This design comes from an exercise in tuning for small area and a short achievable clock period on the open sky130 flow, not from production work. At most, simulation tests tie the RTL to the original design; equivalence was not proved.

// winograd_top
module winograd_top(clk, rst_n, in_valid,
    inp10, inp11, inp12, inp13, inp20, inp21, inp22, inp23,
    inp30, inp31, inp32, inp33, inp40, inp41, inp42, inp43,
    ker10, ker11, ker12, ker20, ker21, ker22, ker30, ker31, ker32,
    out_valid, out10, out11, out20, out21);
    input clk, rst_n, in_valid;
    input [7:0] inp10, inp11, inp12, inp13;
    input [7:0] inp20, inp21, inp22, inp23;
    input [7:0] inp30, inp31, inp32, inp33;
    input [7:0] inp40, inp41, inp42, inp43;
    input [7:0] ker10, ker11, ker12;
    input [7:0] ker20, ker21, ker22;
    input [7:0] ker30, ker31, ker32;
    output out_valid;
    output [7:0] out10, out11, out20, out21;
    reg [3:1] vld;
    always @(posedge clk) begin
        if (rst_n == 1'b0)
            vld <= {3{1'b0}};
        else
            vld <= {vld[2:1], in_valid};
    end
    assign out_valid = vld[3];
    winograd core(clk, inp10, inp11, inp12, inp13, inp20, inp21, inp22, inp23,
                  inp30, inp31, inp32, inp33, inp40, inp41, inp42, inp43,
                  ker10, ker11, ker12, ker20, ker21, ker22, ker30, ker31, ker32,
                  out10, out11, out20, out21);
endmodule
==> flow/config.mk <==
export PLATFORM = sky130hd
export DESIGN_NAME = winograd_top
export DESIGN_NICKNAME = winograd_top
export VERILOG_FILES = /design/flow/design.v
export SDC_FILE = /design/flow/constraint.sdc
export NUM_CORES = 4
export LEC_CHECK = 0
export CAP_MARGIN = 20
export CORE_MARGIN = 2
export CORE_UTILIZATION = 60
export CTS_CLUSTER_DIAMETER = 100
export CTS_CLUSTER_SIZE = 25
export SLEW_MARGIN = 20
export SYNTH_HIERARCHICAL = 1
==> flow/constraint.sdc <==
create_clock -name core_clock -period 15.5 [get_ports {clk}]
set_input_delay 3.1000 -clock core_clock [delete_from_list [all_inputs] [get_ports {clk}]]
set_output_delay 3.1000 -clock core_clock [all_outputs]
set_load 0.01 [all_outputs]
standard.sh (not shown) runs the stock make flow with config.mk's settings and CLKGATE_MAP_FILE= SYNTH_SCRIPT=/design/flow/synth_recipe.tcl, a recipe that flattens the netlist after the stock synthesis.
==> flow/flow/run.sh <==
#!/bin/bash
# Own layout flow: the standard flow (standard.sh) with two changes:
#  - the port buffers use a small buffer cell (buf_1) instead of the default choice;
#  - timing repair aims for 11.0 ns of setup slack, i.e. it works on every path
#    longer than 4.5 ns (the clock period stays 15.5 ns).
export BUFFER_PORTS_ARGS="-buffer_cell sky130_fd_sc_hd__buf_1"
export SETUP_SLACK_MARGIN=11.0
bash standard.sh > standard.log 2>&1
Next try:
--- a/flow/config.mk
+++ b/flow/config.mk
@@ -12,2 +12,4 @@
 export CTS_CLUSTER_SIZE = 25
+export GPL_ROUTABILITY_DRIVEN = 0
+export PLACE_DENSITY = 0.75
 export SLEW_MARGIN = 20
Cell count is about the same.
Worst hold slack gets worse by 5.5 ps.
Synthesized cell count does not change.
Register-to-register slack gets better by 30 ps.
Die area does not change.
Via count rises by 1.1%.
Wire length falls by about 4%.
Area after synthesis is unchanged.

* * *

build 40:
Another version of the RTL of winograd_top (not shown whole).
For scale: ~2300 cells after synthesis, ~380 flip-flops, about 240 I/O pins, ~27000 µm² of cells after synthesis.
export LEC_CHECK = 0
export CAP_MARGIN = 20
export CORE_MARGIN = 2
export CORE_UTILIZATION = 60
export CTS_CLUSTER_DIAMETER = 100
export CTS_CLUSTER_SIZE = 25
export GPL_TIMING_DRIVEN = 1
export SLEW_MARGIN = 20
export SYNTH_HIERARCHICAL = 1
create_clock -name core_clock -period 15.5 [get_ports {clk}]
==> flow/flow/run.sh <==
#!/bin/bash
# Own layout flow: the standard flow (standard.sh) with two changes:
#  - the port buffers use a small buffer cell (buf_2) instead of the default choice;
#  - timing repair aims for 11.0 ns of setup slack, i.e. it works on every path
#    longer than 4.5 ns (the clock period stays 15.5 ns).
export BUFFER_PORTS_ARGS="-buffer_cell sky130_fd_sc_hd__buf_2"
export SETUP_SLACK_MARGIN=11.0
bash standard.sh > standard.log 2>&1
Relative to build 40, the following input files were edited for build 34:
Settings: CORE_UTILIZATION: 60 -> 50; CTS_CLUSTER_SIZE: 25 -> 30; GPL_TIMING_DRIVEN: 1 -> unset.
For build 40 and build 34, there was not a single run that failed to finish clean. The proportion of final cell area spent on non-clock buffers of build 34 and that of build 40 are within noise of each other. Relative to build 40, wire length has increased by 1.4% in build 34. Met3 wire length: higher on build 40. Per the comparison of build 34 with build 40, critical path buffer and inverter count now sits at about the same level; final setup skew saw little to no change.
Relative to build 34, the following input files were edited for build 67:
Settings: CORE_UTILIZATION: 50 -> 40; CTS_CLUSTER_SIZE: 30 -> unset; CTS_CLUSTER_DIAMETER: 100 -> unset.
==> flow/flow/run.sh <==
#!/bin/bash
# Own layout flow: the standard flow (standard.sh) with two changes:
#  - the port buffers use a small buffer cell (buf_2) instead of the default choice;
#  - timing repair aims for 11.2 ns of setup slack, i.e. it works on every path
#    longer than 4.3 ns (the clock period stays 15.5 ns).
export BUFFER_PORTS_ARGS="-buffer_cell sky130_fd_sc_hd__buf_2"
export SETUP_SLACK_MARGIN=11.2
bash standard.sh > standard.log 2>&1
==> comparison <==
Build 67: done, clean on timing, DRC and antenna. Build 67 vs build 34: via count up. Of build 67 and build 34, build 67 shows the higher non-clock buffer count, with build 34 below it. Lower register-to-register setup slack among build 67 and build 34: build 34. The lower area of placed instances came out of build 34. met5 as the uppermost metal layer occupied by signal nets was reported by build 67, and met4 by build 34.
--- input diff build 67..build 10 ---
Settings: an added CTS_CLUSTER_DIAMETER of 100; a change of CORE_UTILIZATION from 40 to 70; an added CTS_CLUSTER_SIZE of 25.
==> flow/flow/run.sh <==
#!/bin/bash
# Own layout flow: the standard flow (standard.sh) with two changes:
#  - the port buffers use a small buffer cell (buf_2) instead of the default choice;
#  - timing repair aims for 11.0 ns of setup slack, i.e. it works on every path
#    longer than 4.5 ns (the clock period stays 15.5 ns).
export BUFFER_PORTS_ARGS="-buffer_cell sky130_fd_sc_hd__buf_2"
export SETUP_SLACK_MARGIN=11.0
bash standard.sh > standard.log 2>&1
Results
- Diff build 67 and build 10: sequential share of layout area lower in build 67
- Length of routed met2 wiring (build 67 / build 10): 1.08
- [build 10] worst-case headroom to the max-slew limit rose 8.7 points relative to build 67
- Summary — filler-free cell count of the finished design, build 10 relative to build 67: lower, by 453.
- Diff build 67..build 10 | number of storage elements in the synthesis netlist | unchanged
- ~same setup violation total in the final timing report in build 67 and build 10
## Diff of input files: build 82 against build 10
Settings: swapping 70 for 40 in CORE_UTILIZATION; clearing CTS_CLUSTER_SIZE, which used to be 25; clearing CTS_CLUSTER_DIAMETER, which used to be 100.
==> flow/flow/run.sh <==
#!/bin/bash
# Own layout flow: the standard flow (standard.sh) with two changes:
#  - the port buffers use a small buffer cell (buf_2) instead of the default choice;
#  - timing repair aims for 11.4 ns of setup slack, i.e. it works on every path
#    longer than 4.1 ns (the clock period stays 15.5 ns).
export BUFFER_PORTS_ARGS="-buffer_cell sky130_fd_sc_hd__buf_2"
export SETUP_SLACK_MARGIN=11.4
bash standard.sh > standard.log 2>&1
--- outcome ---
Final antenna-violating net count: build 82 vs build 10 identical. On clock-buffer cell count: between build 82 and build 10, it ends up lower for build 10.

* * *

## v14
winograd_top again, from the RTL that the note above started with.
Settings: LEC_CHECK=0, CAP_MARGIN=20, CORE_MARGIN=2, CORE_UTILIZATION=60, CTS_CLUSTER_DIAMETER=100, CTS_CLUSTER_SIZE=25, SLEW_MARGIN=20, SYNTH_HIERARCHICAL=1; clock period 15.5 ns.
==> flow/flow/run.sh <==
#!/bin/bash
# Own layout flow: the standard flow (standard.sh) with two changes:
#  - the port buffers use a small buffer cell (buf_2) instead of the default choice;
#  - timing repair aims for 11.0 ns of setup slack, i.e. it works on every path
#    longer than 4.5 ns (the clock period stays 15.5 ns).
export BUFFER_PORTS_ARGS="-buffer_cell sky130_fd_sc_hd__buf_2"
export SETUP_SLACK_MARGIN=11.0
bash standard.sh > standard.log 2>&1
Relative to v14, the following input files were edited for v29:
- CORE_UTILIZATION: 60 -> 40
- CTS_CLUSTER_SIZE: 25 -> unset
- CTS_CLUSTER_DIAMETER: 100 -> unset
==> flow/flow/run.sh <==
#!/bin/bash
# Own layout flow: the standard flow (standard.sh) unchanged, except that
# the port buffers use a small buffer cell (buf_2) instead of the default choice.
export BUFFER_PORTS_ARGS="-buffer_cell sky130_fd_sc_hd__buf_2"
bash standard.sh > standard.log 2>&1
Notes after the runs:
From v14 to v29 the numbers moved as follows: area growth from synthesis to layout +2.5 points; final worst-path cycle share +2.9 points; fraction of area in registers -0.81 points.
Wire length of the first global-routing pass was higher in v29 than in v14.
Multi-input logic area: v29 vs v14 down about 2.2%
Final non-filler cell total, v29 and v14: higher on v29
[compare] base=v14 new=v29: worst endpoint data arrival time increased 0.48 ns, worst path setup slack after routing lower.

* * *

the baseline:
Starting RTL as in the previous note.
Settings: LEC_CHECK=0, CAP_MARGIN=20, CORE_MARGIN=2, CORE_UTILIZATION=60, CTS_CLUSTER_DIAMETER=100, CTS_CLUSTER_SIZE=25, SLEW_MARGIN=20, SYNTH_HIERARCHICAL=1; clock period 15.5 ns.
==> flow/flow/run.sh <==
#!/bin/bash
# Own layout flow: the standard flow (standard.sh) with two changes:
#  - the port buffers use a small buffer cell (buf_1) instead of the default choice;
#  - timing repair aims for 11.0 ns of setup slack, i.e. it works on every path
#    longer than 4.5 ns (the clock period stays 15.5 ns).
export BUFFER_PORTS_ARGS="-buffer_cell sky130_fd_sc_hd__buf_1"
export SETUP_SLACK_MARGIN=11.0
bash standard.sh > standard.log 2>&1
Changes in the candidate relative to the baseline:
- removing CTS_CLUSTER_DIAMETER (formerly 100)
- removing CTS_CLUSTER_SIZE (formerly 25)
- changing CORE_UTILIZATION from 60 to 40
==> flow/flow/run.sh <==
#!/bin/bash
# Own layout flow: the standard flow (standard.sh) with two changes:
#  - the port buffers use a small buffer cell (buf_2) instead of the default choice;
#  - timing repair aims for 10.7 ns of setup slack, i.e. it works on every path
#    longer than 4.8 ns (the clock period stays 15.5 ns).
export BUFFER_PORTS_ARGS="-buffer_cell sky130_fd_sc_hd__buf_2"
export SETUP_SLACK_MARGIN=10.7
bash standard.sh > standard.log 2>&1
Findings:
- For non-clock buffer count, dividing the value from the baseline by the value from the candidate gives 1.08.
- The baseline → the candidate: post-placement cell area increased by 2.0% relative to the old numbers; aggregate global-route resource usage decreased by 9.7 points relative to the old numbers; length of routed met3 wiring decreased by 0.89% relative to the old numbers; fraction of standard cell area in multi-input logic decreased by 3.4 points relative to the old numbers; sequential share of layout area decreased by 1.0 points relative to the old numbers.
- Going from the baseline to the candidate, die area went up about 50%.

* * *

Starting RTL as in the previous note.
Design winograd_top, start of the top module:
module winograd_top(clk, rst_n, in_valid,
    inp10, inp11, inp12, inp13, inp20, inp21, inp22, inp23,
    inp30, inp31, inp32, inp33, inp40, inp41, inp42, inp43,
    ker10, ker11, ker12, ker20, ker21, ker22, ker30, ker31, ker32,
    out_valid, out10, out11, out20, out21);
clock: 15.5 ns
lec_check: 0
cap_margin: 20
core_margin: 2
core_utilization: 40
slew_margin: 20
synth_hierarchical: 1
==> flow/flow/run.sh <==
#!/bin/bash
# Own layout flow: the standard flow (standard.sh) with two changes:
#  - the port buffers use a small buffer cell (buf_2) instead of the default choice;
#  - timing repair aims for 11.0 ns of setup slack, i.e. it works on every path
#    longer than 4.5 ns (the clock period stays 15.5 ns).
export BUFFER_PORTS_ARGS="-buffer_cell sky130_fd_sc_hd__buf_2"
export SETUP_SLACK_MARGIN=11.0
bash standard.sh > standard.log 2>&1
The first run finished with timing, DRC and antenna clean.
Edit:
- CTS_CLUSTER_DIAMETER: default -> 100
- CTS_CLUSTER_SIZE: default -> 30
What happened: The new run went through all stages and came out clean. Register-to-register slack is about the same. Count of clock-buffer cells in the layout goes down by 35. Synthesized area is unchanged. Cell area falls by 2.4%. Worst setup slack gains 0.0054 ns. Via count decreases by 1.3%.

* * *

Setup of the previous run:
RTL: one of the versions met above, not the one the previous note started from.
Size: about 2300 cells after synthesis, ~360 flip-flops, about 240 I/O pins.
export LEC_CHECK = 0
export CAP_MARGIN = 20
export CORE_MARGIN = 2
export CORE_UTILIZATION = 60
export CTS_CLUSTER_DIAMETER = 100
export CTS_CLUSTER_SIZE = 25
export PLACE_DENSITY = 0.9
export SLEW_MARGIN = 20
export SYNTH_HIERARCHICAL = 1
create_clock -name core_clock -period 15.5 [get_ports {clk}]
==> flow/flow/run.sh <==
#!/bin/bash
# Own layout flow: the standard flow (standard.sh) with two changes:
#  - the port buffers use a small buffer cell (buf_1) instead of the default choice;
#  - timing repair aims for 11.0 ns of setup slack, i.e. it works on every path
#    longer than 4.5 ns (the clock period stays 15.5 ns).
export BUFFER_PORTS_ARGS="-buffer_cell sky130_fd_sc_hd__buf_1"
export SETUP_SLACK_MARGIN=11.0
bash standard.sh > standard.log 2>&1
The previous run: no failed stages, no open violations at the end
The following lists how the current run was set up differently from the previous run:
Settings: PLACE_DENSITY: 0.9 -> 0.75.
Findings:
The critical path depth in the current run sits 1 below the value recorded for the previous run. In terms of cell area, the previous run and the current run differ only marginally. | pin slew with the least headroom to its limit | lower: the current run |. The previous run → the current run: clock latency on the worst-skew pair held; slack of the critical path went up 21 ps.

* * *

JK:
Another version of the RTL of winograd_top (not shown whole).
For scale: roughly 2,300 cells after synthesis, ~240 I/O pins.
clock: 15.5 ns
lec_check: 0
cap_margin: 20
core_margin: 2
core_utilization: 60
cts_cluster_diameter: 100
cts_cluster_size: 25
slew_margin: 20
synth_hierarchical: 1
==> flow/flow/run.sh <==
#!/bin/bash
# Own layout flow: the standard flow (standard.sh) with two changes:
#  - the port buffers use a small buffer cell (buf_1) instead of the default choice;
#  - timing repair aims for 10.9 ns of setup slack, i.e. it works on every path
#    longer than 4.6 ns (the clock period stays 15.5 ns).
export BUFFER_PORTS_ARGS="-buffer_cell sky130_fd_sc_hd__buf_1"
export SETUP_SLACK_MARGIN=10.9
bash standard.sh > standard.log 2>&1
diff inputs: JK => MS
diff --git a/flow/flow/run.sh b/flow/flow/run.sh
--- a/flow/flow/run.sh
+++ b/flow/flow/run.sh
@@ -4,2 +4,2 @@
-#  - timing repair aims for 10.9 ns of setup slack, i.e. it works on every path
-#    longer than 4.6 ns (the clock period stays 15.5 ns).
+#  - timing repair aims for 11.1 ns of setup slack, i.e. it works on every path
+#    longer than 4.4 ns (the clock period stays 15.5 ns).
@@ -7 +7 @@
-export SETUP_SLACK_MARGIN=10.9
+export SETUP_SLACK_MARGIN=11.1
[summary]
Changes observed in MS relative to JK: routed wire length has increased.
A worst setup path startpoint of ker30[0] is what JK shows, while core.r1_ker30_1 belongs to MS.
Global-route usage in MS vs JK: up 0.53 points
Function was not checked in any run of this note: the RTL went through the layout flow alone.

-- port drivers added, routing unchanged --
The results above use ideal ports. As a check the final layouts listed here were re-extracted and re-timed, cells and wires unchanged.
Step 1 (the two cells are an assumption about what drives the block):
set clk [get_ports {clk}]
set_driving_cell -lib_cell sky130_fd_sc_hd__clkbuf_16 $clk
set_driving_cell -lib_cell sky130_fd_sc_hd__buf_2 [delete_from_list [all_inputs] $clk]
Step 2, shift: input delay + t, output delay - t, t = (earliest + latest rising clock arrival at the registers) / 2. This alone moves slack from input paths to output paths.
Slacks: no drivers / after step 1 / after step 2; pairs: no drivers / after step 1.
run	t (ns)	setup WS [ns]	pins driven straight from the clock port
the first run of note 1	0.615	11.024 / 11.041 / 10.443	1
the second run of note 1	0.602	11.000 / 11.022 / 10.420	1
build 40	0.618	11.041 / 11.041 / 10.514	1
build 34	0.635	11.062 / 11.062 / 10.492	1
build 67	0.645	11.121 / 11.121 / 10.574	1
build 10	0.611	11.056 / 11.056 / 10.530	1
build 82	0.651	11.061 / 11.061 / 10.546	1
v14	0.618	11.041 / 11.041 / 10.514	1
v29	0.648	10.585 / 10.585 / 10.415	1
the baseline	0.609	11.052 / 11.052 / 10.484	1
the candidate	0.649	10.792 / 10.792 / 10.412	1
the first run of note 5	0.641	11.032 / 11.032 / 10.488	1
the second run of note 5	0.643	11.037 / 11.037 / 10.500	1
the previous run	0.607	10.984 / 11.011 / 10.404	1
the current run	0.601	11.005 / 11.044 / 10.444	1
JK	0.610	10.926 / 10.951 / 10.355	1
MS	0.609	11.089 / 11.089 / 10.528	1
After both steps every run listed still meets setup and hold. The setup slack of the first run of note 1, which loses most, moves by +0.017 ns with the drivers and by -0.581 ns with both steps.
